This design comes from an exercise in tuning for small area, a short achievable clock period and few clock cycles per item on the open sky130 flow, not from production work. The RTL was checked by simulation tests, not by an equivalence proof against the original design. In every run shown here, the design's own scripts or RTL, not TritonCTS, make the clock network. No driver is modelled on the clock port, so clock power and skew are understated where the tree is cut down; a real chip needs a root buffer or a tree. No activity file was given, so power comes from the tool's default toggle rates.

[design/flow/config.mk]
export PLATFORM = sky130hd
export DESIGN_NAME = timing_example
export DESIGN_NICKNAME = timing_example
export VERILOG_FILES = /design/flow/design.v
export SDC_FILE = /design/flow/constraint.sdc
export NUM_CORES = 4
export LEC_CHECK = 0
export CAP_MARGIN = 20
export CORE_MARGIN = 2
export CORE_UTILIZATION = 40
export SLEW_MARGIN = 20
export SYNTH_HIERARCHICAL = 1
export SYNTH_MINIMUM_KEEP_SIZE = 0
[design/flow/constraint.sdc]
create_clock -name core_clock -period 8.0 [get_ports {clk}]
set_input_delay 1.6000 -clock core_clock [delete_from_list [all_inputs] [get_ports {clk}]]
set_output_delay 1.6000 -clock core_clock [all_outputs]
set_load 0.01 [all_outputs]
[design/flow/design.v]
module timing_example #(
    parameter int INPUT_WIDTH   = 32,
    parameter int OUTPUT_WIDTH  = 8,
    parameter int COUNTER_WIDTH = 64,
    parameter int NUM_PIPELINES = 16
) (
    input  logic                                  clk,
    input  logic                                  rst,
    input  logic [               INPUT_WIDTH-1:0] data_in,
    input  logic                                  data_in_valid,
    input  logic [NUM_PIPELINES*OUTPUT_WIDTH-1:0] pipe_in,
    output logic                                  ready,
    output logic [              OUTPUT_WIDTH-1:0] data_out,
    output logic                                  data_out_valid,
    output logic [             COUNTER_WIDTH-1:0] count
);
  assign ready = 1'b1;
  logic [3:0] v_r;
  always_ff @(posedge clk or posedge rst) begin
    if (rst) v_r <= '0;
    else v_r <= {v_r[2:0], data_in_valid};
  end
  assign data_out_valid = v_r[3];
  logic [12:0] seg_all1, seg_cin;
  logic [63:0] count_nxt;
  cnt_seg #(.W(5)) u_cnt0 (.q(count[4:0]), .cin(seg_cin[0]), .d(count_nxt[4:0]), .all1(seg_all1[0]));
  cnt_seg #(.W(5)) u_cnt1 (.q(count[9:5]), .cin(seg_cin[1]), .d(count_nxt[9:5]), .all1(seg_all1[1]));
  cnt_seg #(.W(5)) u_cnt2 (.q(count[14:10]), .cin(seg_cin[2]), .d(count_nxt[14:10]), .all1(seg_all1[2]));
  cnt_seg #(.W(5)) u_cnt3 (.q(count[19:15]), .cin(seg_cin[3]), .d(count_nxt[19:15]), .all1(seg_all1[3]));
  cnt_seg #(.W(5)) u_cnt4 (.q(count[24:20]), .cin(seg_cin[4]), .d(count_nxt[24:20]), .all1(seg_all1[4]));
  cnt_seg #(.W(5)) u_cnt5 (.q(count[29:25]), .cin(seg_cin[5]), .d(count_nxt[29:25]), .all1(seg_all1[5]));
  cnt_seg #(.W(5)) u_cnt6 (.q(count[34:30]), .cin(seg_cin[6]), .d(count_nxt[34:30]), .all1(seg_all1[6]));
  cnt_seg #(.W(5)) u_cnt7 (.q(count[39:35]), .cin(seg_cin[7]), .d(count_nxt[39:35]), .all1(seg_all1[7]));
  cnt_seg #(.W(5)) u_cnt8 (.q(count[44:40]), .cin(seg_cin[8]), .d(count_nxt[44:40]), .all1(seg_all1[8]));
  cnt_seg #(.W(5)) u_cnt9 (.q(count[49:45]), .cin(seg_cin[9]), .d(count_nxt[49:45]), .all1(seg_all1[9]));
  cnt_seg #(.W(5)) u_cnt10 (.q(count[54:50]), .cin(seg_cin[10]), .d(count_nxt[54:50]), .all1(seg_all1[10]));
  cnt_seg #(.W(5)) u_cnt11 (.q(count[59:55]), .cin(seg_cin[11]), .d(count_nxt[59:55]), .all1(seg_all1[11]));
  cnt_seg #(.W(4)) u_cnt12 (.q(count[63:60]), .cin(seg_cin[12]), .d(count_nxt[63:60]), .all1(seg_all1[12]));
  logic pf_1_1;
  and2_cell u_pf0 (.a(v_r[0]), .b(seg_all1[0]), .y(pf_1_1));
  logic pf_1_3;
  and2_cell u_pf1 (.a(seg_all1[1]), .b(seg_all1[2]), .y(pf_1_3));
  logic pf_1_5;
  and2_cell u_pf2 (.a(seg_all1[3]), .b(seg_all1[4]), .y(pf_1_5));
  logic pf_1_7;
  and2_cell u_pf3 (.a(seg_all1[5]), .b(seg_all1[6]), .y(pf_1_7));
  logic pf_1_9;
  and2_cell u_pf4 (.a(seg_all1[7]), .b(seg_all1[8]), .y(pf_1_9));
  logic pf_1_11;
  and2_cell u_pf5 (.a(seg_all1[9]), .b(seg_all1[10]), .y(pf_1_11));
  logic pf_2_2;
  and2_cell u_pf6 (.a(pf_1_1), .b(seg_all1[1]), .y(pf_2_2));
  logic pf_2_3;
  and2_cell u_pf7 (.a(pf_1_1), .b(pf_1_3), .y(pf_2_3));
  logic pf_2_6;
  and2_cell u_pf8 (.a(pf_1_5), .b(seg_all1[5]), .y(pf_2_6));
  logic pf_2_7;
  and2_cell u_pf9 (.a(pf_1_5), .b(pf_1_7), .y(pf_2_7));
  logic pf_2_10;
  and2_cell u_pf10 (.a(pf_1_9), .b(seg_all1[9]), .y(pf_2_10));
  logic pf_2_11;
  and2_cell u_pf11 (.a(pf_1_9), .b(pf_1_11), .y(pf_2_11));
  logic pf_4_4;
  and2_cell u_pf12 (.a(pf_2_3), .b(seg_all1[3]), .y(pf_4_4));
  logic pf_4_5;
  and2_cell u_pf13 (.a(pf_2_3), .b(pf_1_5), .y(pf_4_5));
  logic pf_4_6;
  and2_cell u_pf14 (.a(pf_2_3), .b(pf_2_6), .y(pf_4_6));
  logic pf_4_7;
  and2_cell u_pf15 (.a(pf_2_3), .b(pf_2_7), .y(pf_4_7));
  logic pf_4_12;
  and2_cell u_pf16 (.a(pf_2_11), .b(seg_all1[11]), .y(pf_4_12));
  logic pf_8_8;
  and2_cell u_pf17 (.a(pf_4_7), .b(seg_all1[7]), .y(pf_8_8));
  logic pf_8_9;
  and2_cell u_pf18 (.a(pf_4_7), .b(pf_1_9), .y(pf_8_9));
  logic pf_8_10;
  and2_cell u_pf19 (.a(pf_4_7), .b(pf_2_10), .y(pf_8_10));
  logic pf_8_11;
  and2_cell u_pf20 (.a(pf_4_7), .b(pf_2_11), .y(pf_8_11));
  logic pf_8_12;
  and2_cell u_pf21 (.a(pf_4_7), .b(pf_4_12), .y(pf_8_12));
  assign seg_cin[0] = v_r[0];
  assign seg_cin[1] = pf_1_1;
  assign seg_cin[2] = pf_2_2;
  assign seg_cin[3] = pf_2_3;
  assign seg_cin[4] = pf_4_4;
  assign seg_cin[5] = pf_4_5;
  assign seg_cin[6] = pf_4_6;
  assign seg_cin[7] = pf_4_7;
  assign seg_cin[8] = pf_8_8;
  assign seg_cin[9] = pf_8_9;
  assign seg_cin[10] = pf_8_10;
  assign seg_cin[11] = pf_8_11;
  assign seg_cin[12] = pf_8_12;
  always_ff @(posedge clk or posedge rst) begin
    if (rst) count <= '0;
    else count <= count_nxt;
  end
  logic pas_0;
  logic pac_1;
  logic pas_2;
  logic pac_3;
  logic pas_4;
  logic pac_5;
  logic pas_6;
  logic pac_7;
  logic pas_8;
  logic pac_9;
  logic pas_10;
  logic pac_11;
  logic pas_12;
  logic pac_13;
  logic pas_14;
  logic pac_15;
  logic pas_16;
  logic pac_17;
  logic pas_18;
  logic pac_19;
  logic pas_20;
  logic pac_21;
  logic pas_22;
  logic pac_23;
  logic pas_24;
  logic pac_25;
  logic pas_26;
  logic pac_27;
  logic pas_28;
  logic pac_29;
  logic pas_30;
  logic pac_31;
  logic pas_32;
  logic pac_33;
  logic [14:0] x_r;
  logic pbs_34;
  logic pbc_35;
  logic pbs_36;
  logic pbc_37;
  logic pbs_38;
  logic pbc_39;
  logic pbs_40;
  logic pbc_41;
  logic pbs_42;
  logic pbc_43;
  logic pbs_44;
  logic pbc_45;
  logic pbs_46;
  logic pbc_47;
  logic [7:0] x2_r;
  logic pqs_48;
  logic pqc_49;
  logic pqs_50;
  logic pqc_51;
  logic [5:0] pc;
  logic [5:0] e;
  logic [2:0] b_one_r, b_two_r, b_neg_r;
  logic e5_r;
  logic sas_52;
  logic sac_53;
  logic sas_54;
  logic sac_55;
  logic sas_56;
  logic sac_57;
  logic sas_58;
  logic sac_59;
  logic sas_60;
  logic sac_61;
  logic sas_62;
  logic sac_63;
  logic sas_64;
  logic sac_65;
  logic sas_66;
  logic sac_67;
  logic sas_68;
  logic sac_69;
  logic sas_70;
  logic sac_71;
  logic sas_72;
  logic sac_73;
  logic sas_74;
  logic sac_75;
  logic sas_76;
  logic sac_77;
  logic sas_78;
  logic sac_79;
  logic sas_80;
  logic sac_81;
  logic sas_82;
  logic sac_83;
  logic sas_84;
  logic sac_85;
  logic sas_86;
  logic sac_87;
  logic sas_88;
  logic sac_89;
  logic sas_90;
  logic sac_91;
  logic sas_92;
  logic sac_93;
  logic sas_94;
  logic sac_95;
  logic sas_96;
  logic sac_97;
  logic sas_98;
  logic sac_99;
  logic sas_100;
  logic sac_101;
  logic sas_102;
  logic sac_103;
  logic sas_104;
  logic sac_105;
  logic sas_106;
  logic sac_107;
  logic sas_108;
  logic sac_109;
  logic sas_110;
  logic sac_111;
  logic sas_112;
  logic sac_113;
  logic sas_114;
  logic sac_115;
  logic sas_116;
  logic sac_117;
  logic sas_118;
  logic sac_119;
  logic sas_120;
  logic sac_121;
  logic sas_122;
  logic sac_123;
  logic sas_124;
  logic sac_125;
  logic sas_126;
  logic sac_127;
  logic sas_128;
  logic sac_129;
  logic sas_130;
  logic sac_131;
  logic sas_132;
  logic sac_133;
  logic sas_134;
  logic sac_135;
  logic sas_136;
  logic sac_137;
  logic sas_138;
  logic sac_139;
  logic sas_140;
  logic sac_141;
  logic sas_142;
  logic sac_143;
  logic sas_144;
  logic sac_145;
  logic sas_146;
  logic sas_147;
  logic sas_148;
  logic sas_149;
  logic sas_150;
  logic sas_151;
  logic sas_152;
  logic sas_153;
  logic sas_154;
  logic sas_155;
  logic sas_156;
  logic sas_157;
  logic sas_158;
  logic sas_159;
  logic sas_160;
  logic sas_161;
  logic sas_162;
  logic sas_163;
  logic sas_164;
  logic sas_165;
  logic [44:0] s1_r;
  logic sbs_166;
  logic sbc_167;
  logic sbs_168;
  logic sbc_169;
  logic sbs_170;
  logic sbc_171;
  logic sbs_172;
  logic sbc_173;
  logic sbs_174;
  logic sbc_175;
  logic sbs_176;
  logic sbc_177;
  logic sbs_178;
  logic sbc_179;
  logic sbs_180;
  logic sbc_181;
  logic sbs_182;
  logic sbc_183;
  logic sbs_184;
  logic sbc_185;
  logic sbs_186;
  logic sbs_187;
  logic sbc_188;
  logic sbs_189;
  logic sbc_190;
  logic sbs_191;
  logic sbc_192;
  logic sbs_193;
  logic sbc_194;
  logic sbs_195;
  logic sbc_196;
  logic sbs_197;
  logic sbc_198;
  logic sbs_199;
  logic sbc_200;
  logic sbs_201;
  logic sbc_202;
  logic sbs_203;
  logic sbc_204;
  logic sbs_205;
  logic sbs_206;
  logic sbc_207;
  logic sbs_208;
  logic sbc_209;
  logic sbs_210;
  logic sbc_211;
  logic sbs_212;
  logic sbc_213;
  logic sbs_214;
  logic sbs_215;
  logic sbc_216;
  logic sbs_217;
  logic sbc_218;
  logic sbs_219;
  logic sbc_220;
  logic sbs_221;
  logic [10:0] s2_r;
  logic [6:0] s_sum;
  logic [6:0] s_r;
  logic pp_222;
  logic pp_223;
  logic pp_224;
  logic pp_225;
  logic pp_226;
  logic pp_227;
  logic pp_228;
  logic pp_229;
  logic pp_230;
  logic pp_231;
  logic pp_232;
  logic pp_233;
  logic pp_234;
  logic pp_235;
  logic pp_236;
  logic pp_237;
  logic ms_238;
  logic mc_239;
  logic ms_240;
  logic mc_241;
  logic ms_242;
  logic ms_243;
  logic mc_244;
  logic ms_245;
  logic mc_246;
  logic ms_247;
  logic mc_248;
  logic ms_249;
  logic mc_250;
  logic ms_251;
  logic [6:0] y;
  logic [6:0] y_r;
  fa_cell u_pa0 (.a(data_in[0]), .b(data_in[1]), .c(data_in[2]), .s(pas_0), .co(pac_1));
  fa_cell u_pa1 (.a(data_in[3]), .b(data_in[4]), .c(data_in[5]), .s(pas_2), .co(pac_3));
  fa_cell u_pa2 (.a(data_in[6]), .b(data_in[7]), .c(data_in[8]), .s(pas_4), .co(pac_5));
  fa_cell u_pa3 (.a(data_in[9]), .b(data_in[10]), .c(data_in[11]), .s(pas_6), .co(pac_7));
  fa_cell u_pa4 (.a(data_in[12]), .b(data_in[13]), .c(data_in[14]), .s(pas_8), .co(pac_9));
  fa_cell u_pa5 (.a(data_in[15]), .b(data_in[16]), .c(data_in[17]), .s(pas_10), .co(pac_11));
  fa_cell u_pa6 (.a(data_in[18]), .b(data_in[19]), .c(data_in[20]), .s(pas_12), .co(pac_13));
  fa_cell u_pa7 (.a(data_in[21]), .b(data_in[22]), .c(data_in[23]), .s(pas_14), .co(pac_15));
  fa_cell u_pa8 (.a(data_in[24]), .b(data_in[25]), .c(data_in[26]), .s(pas_16), .co(pac_17));
  fa_cell u_pa9 (.a(data_in[27]), .b(data_in[28]), .c(data_in[29]), .s(pas_18), .co(pac_19));
  fa_cell u_pa10 (.a(data_in[30]), .b(data_in[31]), .c(pas_0), .s(pas_20), .co(pac_21));
  fa_cell u_pa11 (.a(pas_2), .b(pas_4), .c(pas_6), .s(pas_22), .co(pac_23));
  fa_cell u_pa12 (.a(pas_8), .b(pas_10), .c(pas_12), .s(pas_24), .co(pac_25));
  fa_cell u_pa13 (.a(pas_14), .b(pas_16), .c(pas_18), .s(pas_26), .co(pac_27));
  fa_cell u_pa14 (.a(pac_1), .b(pac_3), .c(pac_5), .s(pas_28), .co(pac_29));
  fa_cell u_pa15 (.a(pac_7), .b(pac_9), .c(pac_11), .s(pas_30), .co(pac_31));
  fa_cell u_pa16 (.a(pac_13), .b(pac_15), .c(pac_17), .s(pas_32), .co(pac_33));
  always_ff @(posedge clk) x_r[0] <= pas_20;
  always_ff @(posedge clk) x_r[1] <= pas_22;
  always_ff @(posedge clk) x_r[2] <= pas_24;
  always_ff @(posedge clk) x_r[3] <= pas_26;
  always_ff @(posedge clk) x_r[4] <= pac_19;
  always_ff @(posedge clk) x_r[5] <= pac_21;
  always_ff @(posedge clk) x_r[6] <= pac_23;
  always_ff @(posedge clk) x_r[7] <= pac_25;
  always_ff @(posedge clk) x_r[8] <= pac_27;
  always_ff @(posedge clk) x_r[9] <= pas_28;
  always_ff @(posedge clk) x_r[10] <= pas_30;
  always_ff @(posedge clk) x_r[11] <= pas_32;
  always_ff @(posedge clk) x_r[12] <= pac_29;
  always_ff @(posedge clk) x_r[13] <= pac_31;
  always_ff @(posedge clk) x_r[14] <= pac_33;
  fa_cell u_pb17 (.a(x_r[0]), .b(x_r[1]), .c(x_r[2]), .s(pbs_34), .co(pbc_35));
  fa_cell u_pb18 (.a(x_r[4]), .b(x_r[5]), .c(x_r[6]), .s(pbs_36), .co(pbc_37));
  fa_cell u_pb19 (.a(x_r[7]), .b(x_r[8]), .c(x_r[9]), .s(pbs_38), .co(pbc_39));
  fa_cell u_pb20 (.a(x_r[12]), .b(x_r[13]), .c(x_r[14]), .s(pbs_40), .co(pbc_41));
  fa_cell u_pb21 (.a(pbc_35), .b(pbs_36), .c(pbs_38), .s(pbs_42), .co(pbc_43));
  fa_cell u_pb22 (.a(pbc_37), .b(pbc_39), .c(pbs_40), .s(pbs_44), .co(pbc_45));
  fa_cell u_pb23 (.a(pbs_42), .b(x_r[10]), .c(x_r[11]), .s(pbs_46), .co(pbc_47));
  always_ff @(posedge clk) x2_r[0] <= pbs_34;
  always_ff @(posedge clk) x2_r[1] <= x_r[3];
  always_ff @(posedge clk) x2_r[2] <= pbs_46;
  always_ff @(posedge clk) x2_r[3] <= pbc_47;
  always_ff @(posedge clk) x2_r[4] <= pbc_43;
  always_ff @(posedge clk) x2_r[5] <= pbs_44;
  always_ff @(posedge clk) x2_r[6] <= pbc_45;
  always_ff @(posedge clk) x2_r[7] <= pbc_41;
  assign pqs_48 = x2_r[3] ^ x2_r[4];
  assign pqc_49 = x2_r[3] & x2_r[4];
  assign pqs_50 = x2_r[6] ^ x2_r[7];
  assign pqc_51 = x2_r[6] & x2_r[7];
  assign pc = {1'b0, pqc_51, pqs_50, x2_r[5], x2_r[2], x2_r[0]} + {1'b0, 1'b0, pqc_49, pqs_48, 1'b0, x2_r[1]};
  assign e = {pc[5] ^ ~pc[4], ~pc[4], pc[3:0]};
  always_ff @(posedge clk) e5_r <= e[5];
  always_ff @(posedge clk) begin
    for (int k = 0; k < 3; k++) begin
      logic lo, mid, hi;
      lo  = (k == 0) ? 1'b0 : e[2*k-1];
      mid = e[2*k];
      hi  = e[2*k+1];
      b_one_r[k] <= mid ^ lo;
      b_two_r[k] <= (hi & ~mid & ~lo) | (~hi & mid & lo);
      b_neg_r[k] <= hi & ~(mid & lo);
    end
  end
  fa_cell u_sa24 (.a(pipe_in[0]), .b(pipe_in[8]), .c(pipe_in[16]), .s(sas_52), .co(sac_53));
  fa_cell u_sa25 (.a(pipe_in[24]), .b(pipe_in[32]), .c(pipe_in[40]), .s(sas_54), .co(sac_55));
  fa_cell u_sa26 (.a(pipe_in[48]), .b(pipe_in[56]), .c(pipe_in[64]), .s(sas_56), .co(sac_57));
  fa_cell u_sa27 (.a(pipe_in[72]), .b(pipe_in[80]), .c(pipe_in[88]), .s(sas_58), .co(sac_59));
  fa_cell u_sa28 (.a(pipe_in[96]), .b(pipe_in[104]), .c(pipe_in[112]), .s(sas_60), .co(sac_61));
  fa_cell u_sa29 (.a(pipe_in[120]), .b(sas_52), .c(sas_54), .s(sas_62), .co(sac_63));
  fa_cell u_sa30 (.a(sas_56), .b(sas_58), .c(sas_60), .s(sas_64), .co(sac_65));
  fa_cell u_sa31 (.a(pipe_in[1]), .b(pipe_in[9]), .c(pipe_in[17]), .s(sas_66), .co(sac_67));
  fa_cell u_sa32 (.a(pipe_in[25]), .b(pipe_in[33]), .c(pipe_in[41]), .s(sas_68), .co(sac_69));
  fa_cell u_sa33 (.a(pipe_in[49]), .b(pipe_in[57]), .c(pipe_in[65]), .s(sas_70), .co(sac_71));
  fa_cell u_sa34 (.a(pipe_in[73]), .b(pipe_in[81]), .c(pipe_in[89]), .s(sas_72), .co(sac_73));
  fa_cell u_sa35 (.a(pipe_in[97]), .b(pipe_in[105]), .c(pipe_in[113]), .s(sas_74), .co(sac_75));
  fa_cell u_sa36 (.a(pipe_in[121]), .b(sac_53), .c(sac_55), .s(sas_76), .co(sac_77));
  fa_cell u_sa37 (.a(sac_57), .b(sac_59), .c(sac_61), .s(sas_78), .co(sac_79));
  fa_cell u_sa38 (.a(sas_66), .b(sas_68), .c(sas_70), .s(sas_80), .co(sac_81));
  fa_cell u_sa39 (.a(pipe_in[2]), .b(pipe_in[10]), .c(pipe_in[18]), .s(sas_82), .co(sac_83));
  fa_cell u_sa40 (.a(pipe_in[26]), .b(pipe_in[34]), .c(pipe_in[42]), .s(sas_84), .co(sac_85));
  fa_cell u_sa41 (.a(pipe_in[50]), .b(pipe_in[58]), .c(pipe_in[66]), .s(sas_86), .co(sac_87));
  fa_cell u_sa42 (.a(pipe_in[74]), .b(pipe_in[82]), .c(pipe_in[90]), .s(sas_88), .co(sac_89));
  fa_cell u_sa43 (.a(pipe_in[98]), .b(pipe_in[106]), .c(pipe_in[114]), .s(sas_90), .co(sac_91));
  fa_cell u_sa44 (.a(pipe_in[122]), .b(sac_67), .c(sac_69), .s(sas_92), .co(sac_93));
  fa_cell u_sa45 (.a(sac_71), .b(sac_73), .c(sac_75), .s(sas_94), .co(sac_95));
  fa_cell u_sa46 (.a(sas_82), .b(sas_84), .c(sas_86), .s(sas_96), .co(sac_97));
  fa_cell u_sa47 (.a(pipe_in[3]), .b(pipe_in[11]), .c(pipe_in[19]), .s(sas_98), .co(sac_99));
  fa_cell u_sa48 (.a(pipe_in[27]), .b(pipe_in[35]), .c(pipe_in[43]), .s(sas_100), .co(sac_101));
  fa_cell u_sa49 (.a(pipe_in[51]), .b(pipe_in[59]), .c(pipe_in[67]), .s(sas_102), .co(sac_103));
  fa_cell u_sa50 (.a(pipe_in[75]), .b(pipe_in[83]), .c(pipe_in[91]), .s(sas_104), .co(sac_105));
  fa_cell u_sa51 (.a(pipe_in[99]), .b(pipe_in[107]), .c(pipe_in[115]), .s(sas_106), .co(sac_107));
  fa_cell u_sa52 (.a(pipe_in[123]), .b(sac_83), .c(sac_85), .s(sas_108), .co(sac_109));
  fa_cell u_sa53 (.a(sac_87), .b(sac_89), .c(sac_91), .s(sas_110), .co(sac_111));
  fa_cell u_sa54 (.a(sas_98), .b(sas_100), .c(sas_102), .s(sas_112), .co(sac_113));
  fa_cell u_sa55 (.a(pipe_in[4]), .b(pipe_in[12]), .c(pipe_in[20]), .s(sas_114), .co(sac_115));
  fa_cell u_sa56 (.a(pipe_in[28]), .b(pipe_in[36]), .c(pipe_in[44]), .s(sas_116), .co(sac_117));
  fa_cell u_sa57 (.a(pipe_in[52]), .b(pipe_in[60]), .c(pipe_in[68]), .s(sas_118), .co(sac_119));
  fa_cell u_sa58 (.a(pipe_in[76]), .b(pipe_in[84]), .c(pipe_in[92]), .s(sas_120), .co(sac_121));
  fa_cell u_sa59 (.a(pipe_in[100]), .b(pipe_in[108]), .c(pipe_in[116]), .s(sas_122), .co(sac_123));
  fa_cell u_sa60 (.a(pipe_in[124]), .b(sac_99), .c(sac_101), .s(sas_124), .co(sac_125));
  fa_cell u_sa61 (.a(sac_103), .b(sac_105), .c(sac_107), .s(sas_126), .co(sac_127));
  fa_cell u_sa62 (.a(sas_114), .b(sas_116), .c(sas_118), .s(sas_128), .co(sac_129));
  fa_cell u_sa63 (.a(pipe_in[5]), .b(pipe_in[13]), .c(pipe_in[21]), .s(sas_130), .co(sac_131));
  fa_cell u_sa64 (.a(pipe_in[29]), .b(pipe_in[37]), .c(pipe_in[45]), .s(sas_132), .co(sac_133));
  fa_cell u_sa65 (.a(pipe_in[53]), .b(pipe_in[61]), .c(pipe_in[69]), .s(sas_134), .co(sac_135));
  fa_cell u_sa66 (.a(pipe_in[77]), .b(pipe_in[85]), .c(pipe_in[93]), .s(sas_136), .co(sac_137));
  fa_cell u_sa67 (.a(pipe_in[101]), .b(pipe_in[109]), .c(pipe_in[117]), .s(sas_138), .co(sac_139));
  fa_cell u_sa68 (.a(pipe_in[125]), .b(sac_115), .c(sac_117), .s(sas_140), .co(sac_141));
  fa_cell u_sa69 (.a(sac_119), .b(sac_121), .c(sac_123), .s(sas_142), .co(sac_143));
  fa_cell u_sa70 (.a(sas_130), .b(sas_132), .c(sas_134), .s(sas_144), .co(sac_145));
  xor_cell u_sax0 (.a(pipe_in[6]), .b(pipe_in[14]), .y(sas_146));
  xor_cell u_sax1 (.a(pipe_in[22]), .b(pipe_in[30]), .y(sas_147));
  xor_cell u_sax2 (.a(pipe_in[38]), .b(pipe_in[46]), .y(sas_148));
  xor_cell u_sax3 (.a(pipe_in[54]), .b(pipe_in[62]), .y(sas_149));
  xor_cell u_sax4 (.a(pipe_in[70]), .b(pipe_in[78]), .y(sas_150));
  xor_cell u_sax5 (.a(pipe_in[86]), .b(pipe_in[94]), .y(sas_151));
  xor_cell u_sax6 (.a(pipe_in[102]), .b(pipe_in[110]), .y(sas_152));
  xor_cell u_sax7 (.a(pipe_in[118]), .b(pipe_in[126]), .y(sas_153));
  xor_cell u_sax8 (.a(sas_146), .b(sas_147), .y(sas_154));
  xor_cell u_sax9 (.a(sas_148), .b(sas_149), .y(sas_155));
  xor_cell u_sax10 (.a(sas_150), .b(sas_151), .y(sas_156));
  xor_cell u_sax11 (.a(sas_152), .b(sas_153), .y(sas_157));
  xor_cell u_sax12 (.a(sas_154), .b(sas_155), .y(sas_158));
  xor_cell u_sax13 (.a(sas_156), .b(sas_157), .y(sas_159));
  xor_cell u_sax14 (.a(sac_131), .b(sac_133), .y(sas_160));
  xor_cell u_sax15 (.a(sac_135), .b(sac_137), .y(sas_161));
  xor_cell u_sax16 (.a(sac_139), .b(sas_158), .y(sas_162));
  xor_cell u_sax17 (.a(sas_159), .b(sas_160), .y(sas_163));
  xor_cell u_sax18 (.a(sas_161), .b(sac_141), .y(sas_164));
  xor_cell u_sax19 (.a(sas_162), .b(sas_163), .y(sas_165));
  always_ff @(posedge clk) s1_r[0] <= sas_62;
  always_ff @(posedge clk) s1_r[1] <= sas_64;
  always_ff @(posedge clk) s1_r[2] <= sas_72;
  always_ff @(posedge clk) s1_r[3] <= sas_74;
  always_ff @(posedge clk) s1_r[4] <= sas_76;
  always_ff @(posedge clk) s1_r[5] <= sac_63;
  always_ff @(posedge clk) s1_r[6] <= sac_65;
  always_ff @(posedge clk) s1_r[7] <= sas_78;
  always_ff @(posedge clk) s1_r[8] <= sas_80;
  always_ff @(posedge clk) s1_r[9] <= sas_88;
  always_ff @(posedge clk) s1_r[10] <= sas_90;
  always_ff @(posedge clk) s1_r[11] <= sac_77;
  always_ff @(posedge clk) s1_r[12] <= sac_79;
  always_ff @(posedge clk) s1_r[13] <= sas_92;
  always_ff @(posedge clk) s1_r[14] <= sac_81;
  always_ff @(posedge clk) s1_r[15] <= sas_94;
  always_ff @(posedge clk) s1_r[16] <= sas_96;
  always_ff @(posedge clk) s1_r[17] <= sas_104;
  always_ff @(posedge clk) s1_r[18] <= sas_106;
  always_ff @(posedge clk) s1_r[19] <= sac_93;
  always_ff @(posedge clk) s1_r[20] <= sac_95;
  always_ff @(posedge clk) s1_r[21] <= sas_108;
  always_ff @(posedge clk) s1_r[22] <= sac_97;
  always_ff @(posedge clk) s1_r[23] <= sas_110;
  always_ff @(posedge clk) s1_r[24] <= sas_112;
  always_ff @(posedge clk) s1_r[25] <= sas_120;
  always_ff @(posedge clk) s1_r[26] <= sas_122;
  always_ff @(posedge clk) s1_r[27] <= sac_109;
  always_ff @(posedge clk) s1_r[28] <= sac_111;
  always_ff @(posedge clk) s1_r[29] <= sas_124;
  always_ff @(posedge clk) s1_r[30] <= sac_113;
  always_ff @(posedge clk) s1_r[31] <= sas_126;
  always_ff @(posedge clk) s1_r[32] <= sas_128;
  always_ff @(posedge clk) s1_r[33] <= sas_136;
  always_ff @(posedge clk) s1_r[34] <= sas_138;
  always_ff @(posedge clk) s1_r[35] <= sac_125;
  always_ff @(posedge clk) s1_r[36] <= sac_127;
  always_ff @(posedge clk) s1_r[37] <= sas_140;
  always_ff @(posedge clk) s1_r[38] <= sac_129;
  always_ff @(posedge clk) s1_r[39] <= sas_142;
  always_ff @(posedge clk) s1_r[40] <= sas_144;
  always_ff @(posedge clk) s1_r[41] <= sac_143;
  always_ff @(posedge clk) s1_r[42] <= sac_145;
  always_ff @(posedge clk) s1_r[43] <= sas_164;
  always_ff @(posedge clk) s1_r[44] <= sas_165;
  fa_cell u_sb71 (.a(s1_r[2]), .b(s1_r[3]), .c(s1_r[4]), .s(sbs_166), .co(sbc_167));
  fa_cell u_sb72 (.a(s1_r[5]), .b(s1_r[6]), .c(s1_r[7]), .s(sbs_168), .co(sbc_169));
  fa_cell u_sb73 (.a(s1_r[9]), .b(s1_r[10]), .c(s1_r[11]), .s(sbs_170), .co(sbc_171));
  fa_cell u_sb74 (.a(s1_r[12]), .b(s1_r[13]), .c(s1_r[14]), .s(sbs_172), .co(sbc_173));
  fa_cell u_sb75 (.a(s1_r[17]), .b(s1_r[18]), .c(s1_r[19]), .s(sbs_174), .co(sbc_175));
  fa_cell u_sb76 (.a(s1_r[20]), .b(s1_r[21]), .c(s1_r[22]), .s(sbs_176), .co(sbc_177));
  fa_cell u_sb77 (.a(s1_r[25]), .b(s1_r[26]), .c(s1_r[27]), .s(sbs_178), .co(sbc_179));
  fa_cell u_sb78 (.a(s1_r[28]), .b(s1_r[29]), .c(s1_r[30]), .s(sbs_180), .co(sbc_181));
  fa_cell u_sb79 (.a(s1_r[33]), .b(s1_r[34]), .c(s1_r[35]), .s(sbs_182), .co(sbc_183));
  fa_cell u_sb80 (.a(s1_r[36]), .b(s1_r[37]), .c(s1_r[38]), .s(sbs_184), .co(sbc_185));
  assign sbs_186 = s1_r[41] ^ s1_r[42] ^ s1_r[43];
  fa_cell u_sb81 (.a(sbs_166), .b(sbs_168), .c(s1_r[8]), .s(sbs_187), .co(sbc_188));
  fa_cell u_sb82 (.a(sbc_167), .b(sbc_169), .c(sbs_170), .s(sbs_189), .co(sbc_190));
  fa_cell u_sb83 (.a(sbs_172), .b(s1_r[15]), .c(s1_r[16]), .s(sbs_191), .co(sbc_192));
  fa_cell u_sb84 (.a(sbc_171), .b(sbc_173), .c(sbs_174), .s(sbs_193), .co(sbc_194));
  fa_cell u_sb85 (.a(sbs_176), .b(s1_r[23]), .c(s1_r[24]), .s(sbs_195), .co(sbc_196));
  fa_cell u_sb86 (.a(sbc_175), .b(sbc_177), .c(sbs_178), .s(sbs_197), .co(sbc_198));
  fa_cell u_sb87 (.a(sbs_180), .b(s1_r[31]), .c(s1_r[32]), .s(sbs_199), .co(sbc_200));
  fa_cell u_sb88 (.a(sbc_179), .b(sbc_181), .c(sbs_182), .s(sbs_201), .co(sbc_202));
  fa_cell u_sb89 (.a(sbs_184), .b(s1_r[39]), .c(s1_r[40]), .s(sbs_203), .co(sbc_204));
  assign sbs_205 = sbc_183 ^ sbc_185 ^ sbs_186;
  fa_cell u_sb90 (.a(sbc_188), .b(sbs_189), .c(sbs_191), .s(sbs_206), .co(sbc_207));
  fa_cell u_sb91 (.a(sbc_190), .b(sbc_192), .c(sbs_193), .s(sbs_208), .co(sbc_209));
  fa_cell u_sb92 (.a(sbc_194), .b(sbc_196), .c(sbs_197), .s(sbs_210), .co(sbc_211));
  fa_cell u_sb93 (.a(sbc_198), .b(sbc_200), .c(sbs_201), .s(sbs_212), .co(sbc_213));
  assign sbs_214 = sbc_202 ^ sbc_204 ^ sbs_205;
  fa_cell u_sb94 (.a(sbc_207), .b(sbs_208), .c(sbs_195), .s(sbs_215), .co(sbc_216));
  fa_cell u_sb95 (.a(sbc_209), .b(sbs_210), .c(sbs_199), .s(sbs_217), .co(sbc_218));
  fa_cell u_sb96 (.a(sbc_211), .b(sbs_212), .c(sbs_203), .s(sbs_219), .co(sbc_220));
  assign sbs_221 = sbc_213 ^ sbs_214 ^ s1_r[44];
  always_ff @(posedge clk) s2_r[0] <= s1_r[0];
  always_ff @(posedge clk) s2_r[1] <= s1_r[1];
  always_ff @(posedge clk) s2_r[2] <= sbs_187;
  always_ff @(posedge clk) s2_r[3] <= sbs_206;
  always_ff @(posedge clk) s2_r[4] <= sbs_215;
  always_ff @(posedge clk) s2_r[5] <= sbc_216;
  always_ff @(posedge clk) s2_r[6] <= sbs_217;
  always_ff @(posedge clk) s2_r[7] <= sbc_218;
  always_ff @(posedge clk) s2_r[8] <= sbs_219;
  always_ff @(posedge clk) s2_r[9] <= sbc_220;
  always_ff @(posedge clk) s2_r[10] <= sbs_221;
  assign s_sum = {s2_r[9], s2_r[7], s2_r[5], s2_r[4], s2_r[3], s2_r[2], s2_r[0]} + {s2_r[10], s2_r[8], s2_r[6], 1'b0, 1'b0, 1'b0, s2_r[1]};
  always_ff @(posedge clk) s_r <= s_sum;
  assign pp_222 = ((b_one_r[0] & s_r[0]) | (b_two_r[0] & 1'b0)) ^ b_neg_r[0];
  assign pp_223 = ((b_one_r[0] & s_r[1]) | (b_two_r[0] & s_r[0])) ^ b_neg_r[0];
  assign pp_224 = ((b_one_r[0] & s_r[2]) | (b_two_r[0] & s_r[1])) ^ b_neg_r[0];
  assign pp_225 = ((b_one_r[0] & s_r[3]) | (b_two_r[0] & s_r[2])) ^ b_neg_r[0];
  assign pp_226 = ((b_one_r[0] & s_r[4]) | (b_two_r[0] & s_r[3])) ^ b_neg_r[0];
  assign pp_227 = ((b_one_r[0] & s_r[5]) | (b_two_r[0] & s_r[4])) ^ b_neg_r[0];
  assign pp_228 = ((b_one_r[0] & s_r[6]) | (b_two_r[0] & s_r[5])) ^ b_neg_r[0];
  assign pp_229 = ((b_one_r[1] & s_r[0]) | (b_two_r[1] & 1'b0)) ^ b_neg_r[1];
  assign pp_230 = ((b_one_r[1] & s_r[1]) | (b_two_r[1] & s_r[0])) ^ b_neg_r[1];
  assign pp_231 = ((b_one_r[1] & s_r[2]) | (b_two_r[1] & s_r[1])) ^ b_neg_r[1];
  assign pp_232 = ((b_one_r[1] & s_r[3]) | (b_two_r[1] & s_r[2])) ^ b_neg_r[1];
  assign pp_233 = ((b_one_r[1] & s_r[4]) | (b_two_r[1] & s_r[3])) ^ b_neg_r[1];
  assign pp_234 = ((b_one_r[2] & s_r[0]) | (b_two_r[2] & 1'b0)) ^ b_neg_r[2];
  assign pp_235 = ((b_one_r[2] & s_r[1]) | (b_two_r[2] & s_r[0])) ^ b_neg_r[2];
  assign pp_236 = ((b_one_r[2] & s_r[2]) | (b_two_r[2] & s_r[1])) ^ b_neg_r[2];
  assign pp_237 = e5_r & s_r[0];
  assign ms_238 = pp_226 ^ pp_231;
  assign mc_239 = pp_226 & pp_231;
  assign ms_240 = pp_227 ^ pp_232;
  assign mc_241 = pp_227 & pp_232;
  assign ms_242 = pp_228 ^ pp_233 ^ pp_236;
  assign ms_243 = pp_224 ^ pp_229;
  assign mc_244 = pp_224 & pp_229;
  assign ms_245 = pp_225 ^ pp_230;
  assign mc_246 = pp_225 & pp_230;
  fa_cell u_m97 (.a(pp_234), .b(b_neg_r[2]), .c(ms_238), .s(ms_247), .co(mc_248));
  fa_cell u_m98 (.a(pp_235), .b(ms_240), .c(mc_239), .s(ms_249), .co(mc_250));
  assign ms_251 = pp_237 ^ ms_242 ^ mc_241;
  assign y = {ms_251, ms_249, ms_247, ms_245, b_neg_r[1], pp_223, pp_222} + {mc_250, mc_248, mc_246, mc_244, ms_243, 1'b0, b_neg_r[0]};
  always_ff @(posedge clk) y_r <= y;
  assign data_out = {y_r, 1'b0};
endmodule
module fa_cell (
    input  logic a,
    input  logic b,
    input  logic c,
    output logic s,
    output logic co
);
  assign s  = a ^ b ^ c;
  assign co = (a & b) | (a & c) | (b & c);
endmodule
module xor_cell (
    input  logic a,
    input  logic b,
    output logic y
);
  assign y = a ^ b;
endmodule
module and2_cell (
    input  logic a,
    input  logic b,
    output logic y
);
  assign y = a & b;
endmodule
module cnt_seg #(
    parameter int W = 8
) (
    input  logic [W-1:0] q,
    input  logic         cin,
    output logic [W-1:0] d,
    output logic         all1
);
  logic [W:0] c;
  always_comb begin
    c[0] = cin;
    for (int i = 0; i < W; i++) begin
      d[i]   = q[i] ^ c[i];
      c[i+1] = q[i] & c[i];
    end
  end
  assign all1 = &q;
endmodule
[design/flow/flow/run.sh]
#!/bin/bash
# Standard synthesis, then the standard layout with these changes: ports are
# buffered with buf_1, and after clock tree synthesis its tree is replaced by a
# balanced two-level tree of clkbuf_16 cells (flow/clktree.tcl).
set -euo pipefail
bash standard.sh synth > synth.log 2>&1
export BUFFER_PORTS_ARGS="-buffer_cell sky130_fd_sc_hd__buf_1"
export CTS_ARGS="-sink_clustering_enable -repair_clock_nets -dont_use_dummy_load -buf_list {sky130_fd_sc_hd__clkbuf_4 sky130_fd_sc_hd__clkbuf_8}"
export CLK_LEAVES=12
export CLK_LEAF_CELL=clkbuf_8
export POST_CTS_TCL=$PWD/flow/clktree.tcl
bash standard.sh > layout.log 2>&1
[design/flow/flow/clktree.tcl]
# Replace the clock tree that clock_tree_synthesis built with a two-level one:
# the clock port drives one root clkbuf_16, which drives CLK_LEAVES leaf buffers,
# each feeding the flip-flops of one region (regions of nearly equal size, cut
# across the longer side). Every flip-flop sees the same two buffers.
set nleaf [expr {[info exists ::env(CLK_LEAVES)] ? $::env(CLK_LEAVES) : 4}]
set block [ord::get_db_block]
set db [ord::get_db]
set master [$db findMaster sky130_fd_sc_hd__clkbuf_16]
set lmaster [$db findMaster sky130_fd_sc_hd__[expr {[info exists ::env(CLK_LEAF_CELL)] ? $::env(CLK_LEAF_CELL) : "clkbuf_16"}]]
set clk [$block findNet clk]

set flops {}
foreach inst [$block getInsts] {
  if {[[$inst getMaster] isSequential]} {
    set it [$inst findITerm CLK]
    lassign [$inst getLocation] x y
    lappend flops [list $inst $it $x $y]
  }
}
# the old tree: every buffer on the clock network
set old_insts {}
set old_nets {}
foreach net [$block getNets] {
  if {[$net getSigType] eq "CLOCK" && [$net getName] ne "clk"} { lappend old_nets $net }
}
foreach inst [$block getInsts] {
  set n [$inst getName]
  if {[string match clkbuf_* $n] || [string match clkload* $n]} { lappend old_insts $inst }
}
foreach f $flops { [lindex $f 1] disconnect }
foreach inst $old_insts { odb::dbInst_destroy $inst }
foreach net $old_nets { if {[$net getName] ne "clk"} { odb::dbNet_destroy $net } }

# split a group into n regions of nearly equal size, cutting across its longer side
proc split_n {items n} {
  if {$n <= 1} { return [list $items] }
  set xs [lmap f $items {lindex $f 2}]
  set ys [lmap f $items {lindex $f 3}]
  set dx [expr {[tcl::mathfunc::max {*}$xs] - [tcl::mathfunc::min {*}$xs]}]
  set dy [expr {[tcl::mathfunc::max {*}$ys] - [tcl::mathfunc::min {*}$ys]}]
  set idx [expr {$dx >= $dy ? 2 : 3}]
  set s [lsort -integer -index $idx $items]
  set n1 [expr {$n / 2}]
  set cut [expr {[llength $s] * $n1 / $n}]
  return [concat [split_n [lrange $s 0 [expr {$cut - 1}]] $n1] \
                 [split_n [lrange $s $cut end] [expr {$n - $n1}]]]
}
set groups [split_n $flops $nleaf]

proc centroid {items} {
  set sx 0; set sy 0
  foreach f $items { set sx [expr {$sx + [lindex $f 2]}]; set sy [expr {$sy + [lindex $f 3]}] }
  set n [llength $items]
  return [list [expr {int($sx / $n)}] [expr {int($sy / $n)}]]
}
lassign [centroid $flops] rx ry
set root [odb::dbInst_create $block $master clkroot]
$root setLocation $rx $ry
$root setPlacementStatus PLACED
[$root findITerm A] connect $clk
set rnet [odb::dbNet_create $block clknet_root]
$rnet setSigType CLOCK
[$root findITerm X] connect $rnet
set k 0
foreach g $groups {
  lassign [centroid $g] cx cy
  set leaf [odb::dbInst_create $block $lmaster clkleaf_$k]
  $leaf setLocation $cx $cy
  $leaf setPlacementStatus PLACED
  [$leaf findITerm A] connect $rnet
  set lnet [odb::dbNet_create $block clknet_leaf_$k]
  $lnet setSigType CLOCK
  [$leaf findITerm X] connect $lnet
  foreach f $g { [lindex $f 1] connect $lnet }
  incr k
}
puts "clktree.tcl: [llength $flops] flip-flops on $k leaves; removed [llength $old_insts] buffers"
detailed_placement
check_placement -verbose
estimate_parasitics -placement
report_clock_skew
report_checks -path_delay min -format end
[design/flow/standard.sh]
#!/bin/bash
# synth_recipe.tcl (not shown) runs the flow's synth.tcl, then flattens the netlist and writes it again
# the make line also repeats each setting of config.mk as NAME=value (left out here)
make -C /OpenROAD-flow-scripts/flow DESIGN_CONFIG=/design/flow/config.mk WORK_HOME=/design/flow/orfs CLKGATE_MAP_FILE= SYNTH_SCRIPT=/design/flow/synth_recipe.tcl "${@:-finish}"
==> results of run 1 <==
[final timing paths]
path / startpoint / cells past startpoint / end
min in group asynchronous: rst / 3 / count[39]
worst min-delay path: x_r[3] / 0 / x2_r[1]
worst max-delay path: count[34] / 1 / count[34]
worst min register to register: x_r[3] / 0 / x2_r[1]
worst max register to register: b_two_r[0] / 9 / y_r[5]
max in group asynchronous: rst / 3 / count[1]
[power by group through the flow]
stage	Sequential (mW)	Combinational [mW]	Clock, mW
after global placement	1.26	1.60	0
after detailed placement	1.27	1.64	0
final	1.25	1.60	0.411
after floorplan	1.24	1.30	0
after global routing	1.27	1.87	0.463
[layout make-up]
| class | instances | area, sq um |
|---|---|---|
| Fill cell | 1843 | 10200 |
| Multi-Input combinational cell | 352 | 4160 |
| Sequential cell | 171 | 3760 |
| Timing Repair Buffer | 219 | 826 |
| Tap cell | 265 | 332 |
| Buffer | 13 | 190 |
| Inverter | 4 | 15.0 |
| Antenna cell | 1 | 2.50 |
[sequential cells by signal, summed over array words and instances, names as in the netlist]
name / count
x_r: 15
b_two_r: 3
s2_r: 11
b_one_r: 3
y_r: 7
e5_r: 1
b_neg_r: 3
s_r: 7
s1_r: 45
v_r: 4
count: 64
x2_r: 8
[metrics by stage]
step                      setup WS, ns  instance area, sq um
after floorplan                   4.69                  7970
after global placement            5.12                  9090
after detailed placement          5.11                  9090
after global routing              5.37                  9290
final                             5.44                  9290
[layer usage]
metal | routed length, microns | vias up | global-route usage [%]
met4 | 456 | 0 | 4.85
met2 | 7970 | 157 | 27.7
met1 | 5700 | 2225 | 16.2
met5 | 0 | - | 0
met3 | 777 | 28 | 2.52
li1 | - | 2181 | -
==> run notes, run 1 <==
* Final Hold Fails at 0
* Peak supply drop at 0.219 mV
* DRT antenna net count at 0
* Worst setup EP type: primary output
* Setup TNS at 0 ns
* Clock Power Share at 12.6%
* Worst R2R Setup Slack at about 5.6 ns
* First-pass GRT wire length at between 20 and 30 mm
* Register share of total power at a little under two fifths
* Hold Slack at ~0.34 ns
* Minimum clock period at about 2.6 ns
* Slew HR at 43.4%
* Placer Congestion at 0.850
* DIE WIDTH at roughly 150 microns
* Initial antenna violation count at 1
* Final wirelength at roughly 15 mm
* Switching share of power at 35.7%
* Final net count at ~1100
* Mapped Nets at ~870
* Core ar. at between 0.015 and 0.02 sq mm
* Area growth from synthesis to layout at 16.6%
* Hold/Removal Path Class: flop to flop
* Cell Rows at 51
* CP max FO at 3
* Clock sinks at between 150 and 200
* Tot Pwr at approximately 3.3 mW
* Outcome: complete, no violations
* Setup Skew at ~0.013 ns
* # DRC at 0
* Period utilisation layout at about a third
* Starting Density at approximately two fifths
* Die footprint at approximately 0.021 sq mm
* Vias in the first global route at approximately 5300
* Io pins at roughly 240
* Clock-pin slew on the worst setup and hold paths at about 0.080 ns
* GR Overflow Total at 0
* DIE HEIGHT at ~150 microns
* Clock Latency Late Sink at approximately 0.38 ns
* Fin cells at about 1000
* Most frequent cells in the layout: 218 x buf_1, 103 x dfxtp_1, 99 x fa_1, 75 x ha_1, 68 x dfrtp_1
* Worst path required time at roughly 6.4 ns
* Vias at 4591
* Fraction of layout cells with a size suffix above 1 at ~2.5%
* GRT Resource Usage Total at ~14%
* First-pass DRT Iterations at 4
* HPWL after DPL at approximately 13 mm
* Crit path cell chain: buf_1
* Syn_area_per_cell at roughly 15 sq um
* Slew Limit Fails at 0
* Vias per std cell at between 4 and 5
* RSZ-0062 raised after global routing: false
* Final Util at between 40% and 50%
* Initial DRC count at roughly 90
* Fmax at between 300 and 400 MHz
* PwrDens at between 300 and 400 mW/mm^2
* Crit path DAT at 0.96 ns
* Worst path top cell family by delay: flip-flops
* Slew @ Worst Pin at ~0.85 ns
* Synth Warn # at 9
* Switching power at roughly 1.2 mW
* Max incr delay on CP at roughly 0.40 ns
* Setup violations, final at 0
* Critical-path top delay cell: dfrtp_1
* Mapped cell area at roughly 0.008 sq mm
* Crit Path Category: flop to primary output
* Commonest non-fill, non-tap cell in the layout: buf_1
* MaxCap Viol Count at 0
* Avg WL per Cell at around 15 microns
* CP Launch Type: flop
* Gate Count Post-Synth at between 500 and 600
* Internal power at roughly 2.1 mW
* Comb power frac at roughly half
* CP bufs+invs at 1
* # placed instances at a little over 1000
* Total leakage power at 4.18 nW
* Pin count of the biggest net entering global routing at 69
* Port-buffer cells at approximately 220
Testbench counts, summed over its fixed seeds: cycles 1,632, items 1,600.
==> run 2, diff against run 1 <==
--- a/design/flow/flow/run.sh
+++ b/design/flow/flow/run.sh
@@ -6,7 +6,7 @@
 bash standard.sh synth > synth.log 2>&1
 export BUFFER_PORTS_ARGS="-buffer_cell sky130_fd_sc_hd__buf_1"
 export CTS_ARGS="-sink_clustering_enable -repair_clock_nets -dont_use_dummy_load -buf_list {sky130_fd_sc_hd__clkbuf_4 sky130_fd_sc_hd__clkbuf_8}"
-export CLK_LEAVES=12
+export CLK_LEAVES=9
 export CLK_LEAF_CELL=clkbuf_8
 export POST_CTS_TCL=$PWD/flow/clktree.tcl
 bash standard.sh > layout.log 2>&1
==> run notes, run 2 <==
* Critical-path top delay cell: dfrtp_1
* Biggest regs: count x64, s1_r x45, x_r x15
* First-pass GRT wire length at 24.9 mm
* GR Overflow Total at 0
* Crit Path Category: flop to primary output
* Slew @ Worst Pin at between 0.8 and 0.9 ns
* Max incr delay on CP at 0.41 ns
* Max reg flops at 64
* HPWL after DPL at between 10 and 15 mm
* Final Hold Fails at 0
* Vias at 4570
* Avg WL per Cell at 14.4 microns
* Slew HR at a little over two fifths
* Initial antenna violation count at 1
* Hold/Removal Path Class: flop to flop
* Minimum clock period at roughly 2.6 ns
* Mapped Nets at 868
* DIE WIDTH at 145 microns
* GRT Resource Usage Total at approximately 14%
* Largest register by flop count: count
* Gate Count Post-Synth at about 530
* Crit path cell chain: buf_1
* Initial DRC count at approximately 130
* Placer Congestion at 0.850
* Worst path required time at around 6.4 ns
* Most frequent cells in the layout: 218 x buf_1, 103 x dfxtp_1, 99 x fa_1, 75 x ha_1, 68 x dfrtp_1
* Mapped cell area at between 0.007 and 0.008 sq mm
* First-pass DRT Iterations at 4
* Cell Rows at 51
* Io pins at approximately 240
* DIE HEIGHT at 145 microns
* Syn_area_per_cell at about 15 sq um
* Crit path DAT at ~0.97 ns
* Vias per std cell at about 4.5
* Pin count of the biggest net entering global routing at between 60 and 70
* Setup Skew at just under 0.009 ns
* Starting Density at about two fifths
* Slew Limit Fails at 0
* Clock sinks at ~170
* CP max FO at 3
* FILL cells at ~1800
* Area growth from synthesis to layout at 16.1%
* Worst R2R Setup Slack at approximately 5.6 ns
* Final wirelength at 14.8 mm
* MaxCap Viol Count at 0
* Die footprint at ~0.021 sq mm
* Fmax at about 390 MHz
* Tot Pwr at between 3 and 4 mW
* Outcome: complete, no violations
* Setup violations, final at 0
* Clock-pin slew on the worst setup and hold paths at roughly 0.11 ns
* Vias in the first global route at between 5000 and 6000
* Clock Latency Late Sink at approximately 0.36 ns
* Core ar. at 0.0195 sq mm
* Setup TNS at 0 ns
* Worst path top cell family by delay: flip-flops
* Synth Warn # at 9
* PwrDens at roughly 350 mW/mm^2
* DRT antenna net count at 0
* CP Launch Type: flop
* Peak supply drop at between 0.2 and 0.25 mV
* Worst setup EP type: primary output
* Total leakage power at 4.16 nW
* RSZ-0062 raised after global routing: false
* Fraction of layout cells with a size suffix above 1 at under 10%
* Port-buffer cells at 218
* Commonest non-fill, non-tap cell in the layout: buf_1
* Period utilisation layout at 32.1%
* # DRC at 0
* Final net count at between 1000 and 1500
* CP bufs+invs at 1
## run 2: routing by layer
| layer | share of wire, % | track usage [%] | wire [microns] | vias up |
|---|---|---|---|---|
| met3 | 5.6 | 2.86 | 821 | 21 |
| met4 | 1.9 | 3.53 | 285 | 0 |
| li1 | - | - | - | 2174 |
| met5 | 0 | 0 | 0 | - |
| met2 | 54 | 27.7 | 8000 | 151 |
| met1 | 38 | 16.1 | 5650 | 2224 |
## run 2: metrics by stage
step | util (%) | hold slack, ns | setup slack, ns | cell area, sq um | instances
finish | 47.4 | 0.341 | 5.43 | 9250 | 1022
floorplan | - | 0.310 | 4.69 | 7970 | 531
global placement | 46.6 | 0.316 | 5.12 | 9090 | 1011
global route | 47.3 | 0.352 | 5.36 | 9240 | 1021
detailed placement | 46.6 | 0.319 | 5.11 | 9090 | 1011
## run 2: layout make-up
| type | count | area (sq um) | share of cell area, % |
|---|---|---|---|
| Antenna cell | 1 | 2.50 | 0.0271 |
| Sequential cell | 171 | 3760 | 40.7 |
| Multi-Input combinational cell | 352 | 4160 | 45.0 |
| Timing Repair Buffer | 219 | 826 | 8.93 |
| Buffer | 10 | 149 | 1.61 |
| Tap cell | 265 | 332 | 3.59 |
| Inverter | 4 | 15.0 | 0.162 |
## run 2: final timing paths
check / from / end / depth (start not counted)
max in group asynchronous: rst / count[4] / 3
setup / recovery: count[29] / count[29] / 1
hold reg to reg: x_r[3] / x2_r[1] / 0
min in group asynchronous: rst / count[36] / 3
hold / removal: x_r[3] / x2_r[1] / 0
setup reg to reg: b_two_r[0] / y_r[5] / 9
## run 2: report_power, final
group | switching (mW) | internal (mW) | leakage [nW] | total [mW]
sequential | 0.142 | 1.11 | 1.80 | 1.25
combinational | 0.767 | 0.832 | 2.28 | 1.60
clock | 0.243 | 0.126 | 0.0770 | 0.369
total | 1.15 | 2.06 | 4.16 | 3.22
==> run 3, diff against run 2 <==
--- a/design/flow/flow/run.sh
+++ b/design/flow/flow/run.sh
@@ -6,7 +6,7 @@
 bash standard.sh synth > synth.log 2>&1
 export BUFFER_PORTS_ARGS="-buffer_cell sky130_fd_sc_hd__buf_1"
 export CTS_ARGS="-sink_clustering_enable -repair_clock_nets -dont_use_dummy_load -buf_list {sky130_fd_sc_hd__clkbuf_4 sky130_fd_sc_hd__clkbuf_8}"
-export CLK_LEAVES=9
+export CLK_LEAVES=10
 export CLK_LEAF_CELL=clkbuf_8
 export POST_CTS_TCL=$PWD/flow/clktree.tcl
 bash standard.sh > layout.log 2>&1
==> run notes, run 3 <==
* Fmax at just under 400 MHz
* Commonest non-fill, non-tap cell in the layout: buf_1
* Area growth from synthesis to layout at 16.3%
* Placer Congestion at 0.850
* Final Hold Fails at 0
* Outcome: complete, no violations
* Mapped cell area at 0.00797 sq mm
* Crit path DAT at 0.96 ns
* Cell Rows at between 50 and 60
* PwrDens at between 300 and 400 mW/mm^2
* Slew @ Worst Pin at around 0.85 ns
* Placed cell areas at roughly 0.0091 sq mm
* Clock sinks at 171
* Final net count at approximately 1100
* Syn_area_per_cell at 15.0 sq um
* Io pins at around 240
* Slew Limit Fails at 0
* Crit Path Category: flop to primary output
* Synth Warn # at 9
* Final wirelength at 14.8 mm
* Biggest regs: count x64, s1_r x45, x_r x15
* Setup TNS at 0 ns
* Hold Slack at 0.341 ns
* Worst path required time at around 6.4 ns
* Setup violations, final at 0
* First-pass DRT Iterations at 4
* Clock Latency Late Sink at about 0.37 ns
* Vias per std cell at around 4.5
* Max reg flops at 64
* Critical-path top delay cell: dfrtp_1
* Avg WL per Cell at approximately 14 microns
* Worst path top cell family by delay: flip-flops
* DIE HEIGHT at 145 microns
* CP bufs+invs at 1
* Die footprint at about 0.021 sq mm
* Port-buffer cells at 218
* DRT antenna net count at 0
* Initial antenna violation count at 1
* Worst setup EP type: primary output
* Period utilisation layout at 32.0%
* Crit path cell chain: buf_1
* Total leakage power at roughly 4.2 nW
* Mapped Nets at slightly below 900
* Largest register by flop count: count
* Max incr delay on CP at 0.41 ns
* Crit path depth at 1
* CP Launch Type: flop
* Most frequent cells in the layout: 218 x buf_1, 103 x dfxtp_1, 99 x fa_1, 75 x ha_1, 68 x dfrtp_1
* Gate Count Post-Synth at between 500 and 600
* Hold/Removal Path Class: flop to flop
* First-pass GRT wire length at between 20 and 30 mm
* Vias at roughly 4600
* Fraction of layout cells with a size suffix above 1 at approximately 2.2%
* Core ar. at 0.0195 sq mm
* CP max FO at 3
* HPWL after DPL at about 13 mm
* Post-layout instance area at about 0.0093 sq mm
* Starting Density at about two fifths
* DIE WIDTH at about 150 microns
* RSZ-0062 raised after global routing: false
* Setup Skew at between 0.008 and 0.009 ns
* Vias in the first global route at 5292
* # DRC at 0
* Pin count of the biggest net entering global routing at between 60 and 70
* GRT Resource Usage Total at about 14%
* Hold path depth at 0
* Minimum clock period at 2.56 ns
* Initial DRC count at slightly below 80
* Peak supply drop at roughly 0.22 mV
* Clock-pin slew on the worst setup and hold paths at 0.10 ns
* MaxCap Viol Count at 0
* GR Overflow Total at 0
* R2R depth at 9
* Slew HR at a little over two fifths
[run 3: worst paths after layout]
| path | slack (ns) | end | start |
|---|---|---|---|
| worst max-delay path | 5.44 | count[29] | count[29] |
| worst min-delay path | 0.34 | x2_r[1] | x_r[3] |
| worst max register to register | 5.57 | y_r[5] | b_two_r[0] |
| worst min register to register | 0.34 | x2_r[1] | x_r[3] |
| max in group asynchronous | 5.99 | count[2] | rst |
| min in group asynchronous | 1.45 | count[44] | rst |
[run 3: final cells by class]
class	count	area, sq um
Sequential cell	171	3760
Multi-Input combinational cell	352	4160
Timing Repair Buffer	219	826
Fill cell	1840	10300
Buffer	11	163
Inverter	4	15.0
Tap cell	265	332
Antenna cell	1	2.50
[run 3: per-layer routing]
layer,vias up,global-route usage (%),share of wire (%)
li1,2180,-,-
met1,2225,16.4,39
met2,153,27.6,53
met3,24,2.83,5.6
met4,0,3.87,2.2
met5,-,0,0
[run 3: worst reg2reg max path: stages (launching register included)]
cell and delay (ns):
dfxtp_1 0.47, a22oi_1 0.15, xnor2_1 0.15, ha_1 0.33, fa_1 0.44, ha_1 0.32
inv_1 0.06, o21bai_1 0.17, o41ai_2 0.11, xnor2_1 0.13
[run 3: through the flow]
step / worst slack, ns / total power, mW / instances / util [%]
floorplan: 4.69 / 2.54 / 531 / -
global placement: 5.12 / 2.86 / 1011 / 46.6
detailed placement: 5.11 / 2.91 / 1011 / 46.6
global route: 5.36 / 3.58 / 1022 / 47.4
finish: 5.44 / 3.23 / 1023 / 47.4
[run 3: power by group]
group / leakage, nW / internal, mW / switching, mW
sequential: 1.80 / 1.11 / 0.142
combinational: 2.28 / 0.832 / 0.768
clock: 0.0842 / 0.137 / 0.248
==> run 4, diff against run 3 <==
--- a/design/flow/flow/run.sh
+++ b/design/flow/flow/run.sh
@@ -8,5 +8,6 @@
 export CTS_ARGS="-sink_clustering_enable -repair_clock_nets -dont_use_dummy_load -buf_list {sky130_fd_sc_hd__clkbuf_4 sky130_fd_sc_hd__clkbuf_8}"
 export CLK_LEAVES=10
 export CLK_LEAF_CELL=clkbuf_8
+export PRE_RESIZE_TCL=$PWD/flow/cntflop.tcl
 export POST_CTS_TCL=$PWD/flow/clktree.tcl
 bash standard.sh > layout.log 2>&1
==> design/flow/flow/cntflop.tcl (new file) <==
# Use the stronger drive (dfrtp_2) for the count register bits, which drive the
# count output ports.
set n 0
foreach inst [get_cells count*] {
  if {[get_property [get_lib_cells -of_objects $inst] name] eq "sky130_fd_sc_hd__dfrtp_1"} {
    replace_cell $inst sky130_fd_sc_hd__dfrtp_2
    incr n
  }
}
puts "cntflop.tcl: $n count flip-flops set to dfrtp_2"
==> run notes, run 4 <==
* Outcome: complete, no violations
* Minimum clock period at between 2 and 3 ns
* Clock Power Share at roughly an eighth
* Fin cells at between 1000 and 1500
* # placed instances at slightly above 1000
* Mapped Nets at approximately 870
* DRT antenna net count at 0
* Fraction of layout cells with a size suffix above 1 at a little over a tenth
* Synth Warn # at 9
* Port-buffer cells at ~220
* Critical-path top delay cell: dfrtp_2
* Final net count at between 1000 and 1500
* Period utilisation layout at between 30% and 40%
* Vias per std cell at approximately 4.5
* Total leakage power at 4.06 nW
* Max incr delay on CP at about 0.4 ns
* Clock sinks at roughly 170
* RSZ-0062 raised after global routing: false
* Post-layout instance area at around 0.0093 sq mm
* PwrDens at ~350 mW/mm^2
* Core ar. at just under 0.02 sq mm
* Final Hold Fails at 0
* First-pass DRT Iterations at 4
* Vias at approximately 4600
* Crit Path Category: flop to primary output
* Area of the multi-input gates at between 0.004 and 0.005 sq mm
* Placed cell areas at a little over 0.009 sq mm
* Switching share of power at 35.7%
* Cell Rows at slightly above 50
* Worst setup EP type: primary output
* Slew HR at 45.1%
* FILL cells at around 1800
* Placer Congestion at around 0.85
* Clock Latency Late Sink at 0.37 ns
* Hold/Removal Path Class: flop to flop
* Starting Density at between 40% and 50%
* Slew Limit Fails at 0
* Storage cell area at 0.00384 sq mm
* Final Util at 47.8%
* DIE WIDTH at roughly 150 microns
* Register share of total power at about two fifths
* Setup Skew at between 0.01 and 0.015 ns
* Avg WL per Cell at roughly 14 microns
* Initial DRC count at 100
* Crit path DAT at 0.95 ns
* DIE HEIGHT at approximately 150 microns
* Final wirelength at 14.7 mm
* MaxCap Viol Count at 0
* CP max FO at 3
* First-pass GRT wire length at 25.0 mm
* Commonest non-fill, non-tap cell in the layout: buf_1
* Mapped cell area at between 0.007 and 0.008 sq mm
* GR Overflow Total at 0
* Met1 usage at between 10% and 20%
* Setup TNS at 0 ns
* GRT met3 Usage at about 2.8%
* Max reg flops at 64
* Io pins at between 200 and 250
* # DRC at 0
* Hold Slack at 0.338 ns
* Fmax at 392 MHz
* Worst path required time at around 6.4 ns
* CP bufs+invs at 1
* Switching power at roughly 1.2 mW
* HPWL after DPL at approximately 13 mm
* Slew @ Worst Pin at ~0.82 ns
* Busiest grt layer: met2
* Comb power frac at between 40% and 50%
* Biggest regs: count x64, s1_r x45, x_r x15
* Largest register by flop count: count
* Internal power at between 2 and 2.5 mW
* GRT Resource Usage Total at between 10% and 20%
* Met2 GRT Util at a little over a quarter
* Clock-pin slew on the worst setup and hold paths at about 0.10 ns
* Worst path top cell family by delay: flip-flops
* Initial antenna violation count at 1
* Vias in the first global route at between 5000 and 6000
* Pin count of the biggest net entering global routing at a little under 70
* CP Launch Type: flop
* Setup violations, final at 0
* Most frequent cells in the layout: 218 x buf_1, 103 x dfxtp_1, 99 x fa_1, 75 x ha_1, 64 x dfrtp_2
* Gate Count Post-Synth at between 500 and 600
* Crit path cell chain: buf_1
* Die footprint at about 0.021 sq mm
* Area growth from synthesis to layout at 17.3%
* Peak supply drop at between 0.2 and 0.25 mV
* Syn_area_per_cell at about 15 sq um
==> run 4: power groups by stage <==
| stage | Clock, mW | Combinational, mW | Sequential, mW |
|---|---|---|---|
| after floorplan | 0 | 1.30 | 1.24 |
| after global placement | 0 | 1.60 | 1.26 |
| after detailed placement | 0 | 1.64 | 1.27 |
| final | 0.382 | 1.60 | 1.25 |
| after global routing | 0.437 | 1.85 | 1.27 |
==> run 4: routing by layer <==
layer	up-vias	share of wire [%]	routed length, microns
met1	2242	39	5680
met5	-	0	0
met2	151	53	7820
met3	28	5.6	819
li1	2181	-	-
met4	0	2.8	414
==> run 4: worst paths after layout <==
path                            from        end  slack [ns]  depth (start not counted)
max                        count[34]  count[34]        5.45                          1
min                           x_r[3]    x2_r[1]        0.34                          0
max reg2reg                 s1_r[12]    s2_r[4]        5.58                          4
min reg2reg                   x_r[3]    x2_r[1]        0.34                          0
max in group asynchronous        rst   count[3]        5.97                          3
min in group asynchronous        rst  count[42]        1.45                          3
==> run 4: through the flow <==
stage          setup slack (ns)  total power [mW]
2_1_floorplan              4.69              2.54
3_3_place_gp               5.12              2.86
3_5_place_dp               5.11              2.91
5_1_grt                    5.39              3.57
6_report                   5.45              3.23
==> run 4: cell type report <==
cell class	count	area share, %
Inverter	4	0.161
Timing Repair Buffer	219	8.84
Antenna cell	1	0.0268
Sequential cell	171	41.2
Buffer	11	1.74
Tap cell	265	3.55
Multi-Input combinational cell	352	44.5

[separate check: timing with driven ports]
The results above use ideal ports. As a check the final layouts listed here were re-extracted and re-timed, cells and wires unchanged. Step 1 sets driving cells, clkbuf_16 on the clock port and buf_2 on the other inputs (assumed; they add their load-dependent delay and slew). Step 2 moves the port delays by t, midway between the first and last clock arrival at a register: inputs arrive t later, outputs are due t later. That takes back most of the time a late clock gives input paths. Slacks: ideal ports / drivers / drivers and shift; pairs: ideal ports / drivers.
run	t (ns)	slack for setup (ns)	slew at the worst register clock pin (ns)
run 1	0.414	5.436 / 5.390 / 5.118	0.10 / 0.10
run 2	0.403	5.432 / 5.387 / 5.125	0.12 / 0.12
run 3	0.408	5.437 / 5.392 / 5.122	0.11 / 0.11
run 4	0.408	5.447 / 5.403 / 5.126	0.11 / 0.11
After both steps every run listed still meets setup and hold. For run 4, which loses most, drivers alone change the setup slack by -0.044 ns; drivers and shift together by -0.321 ns.
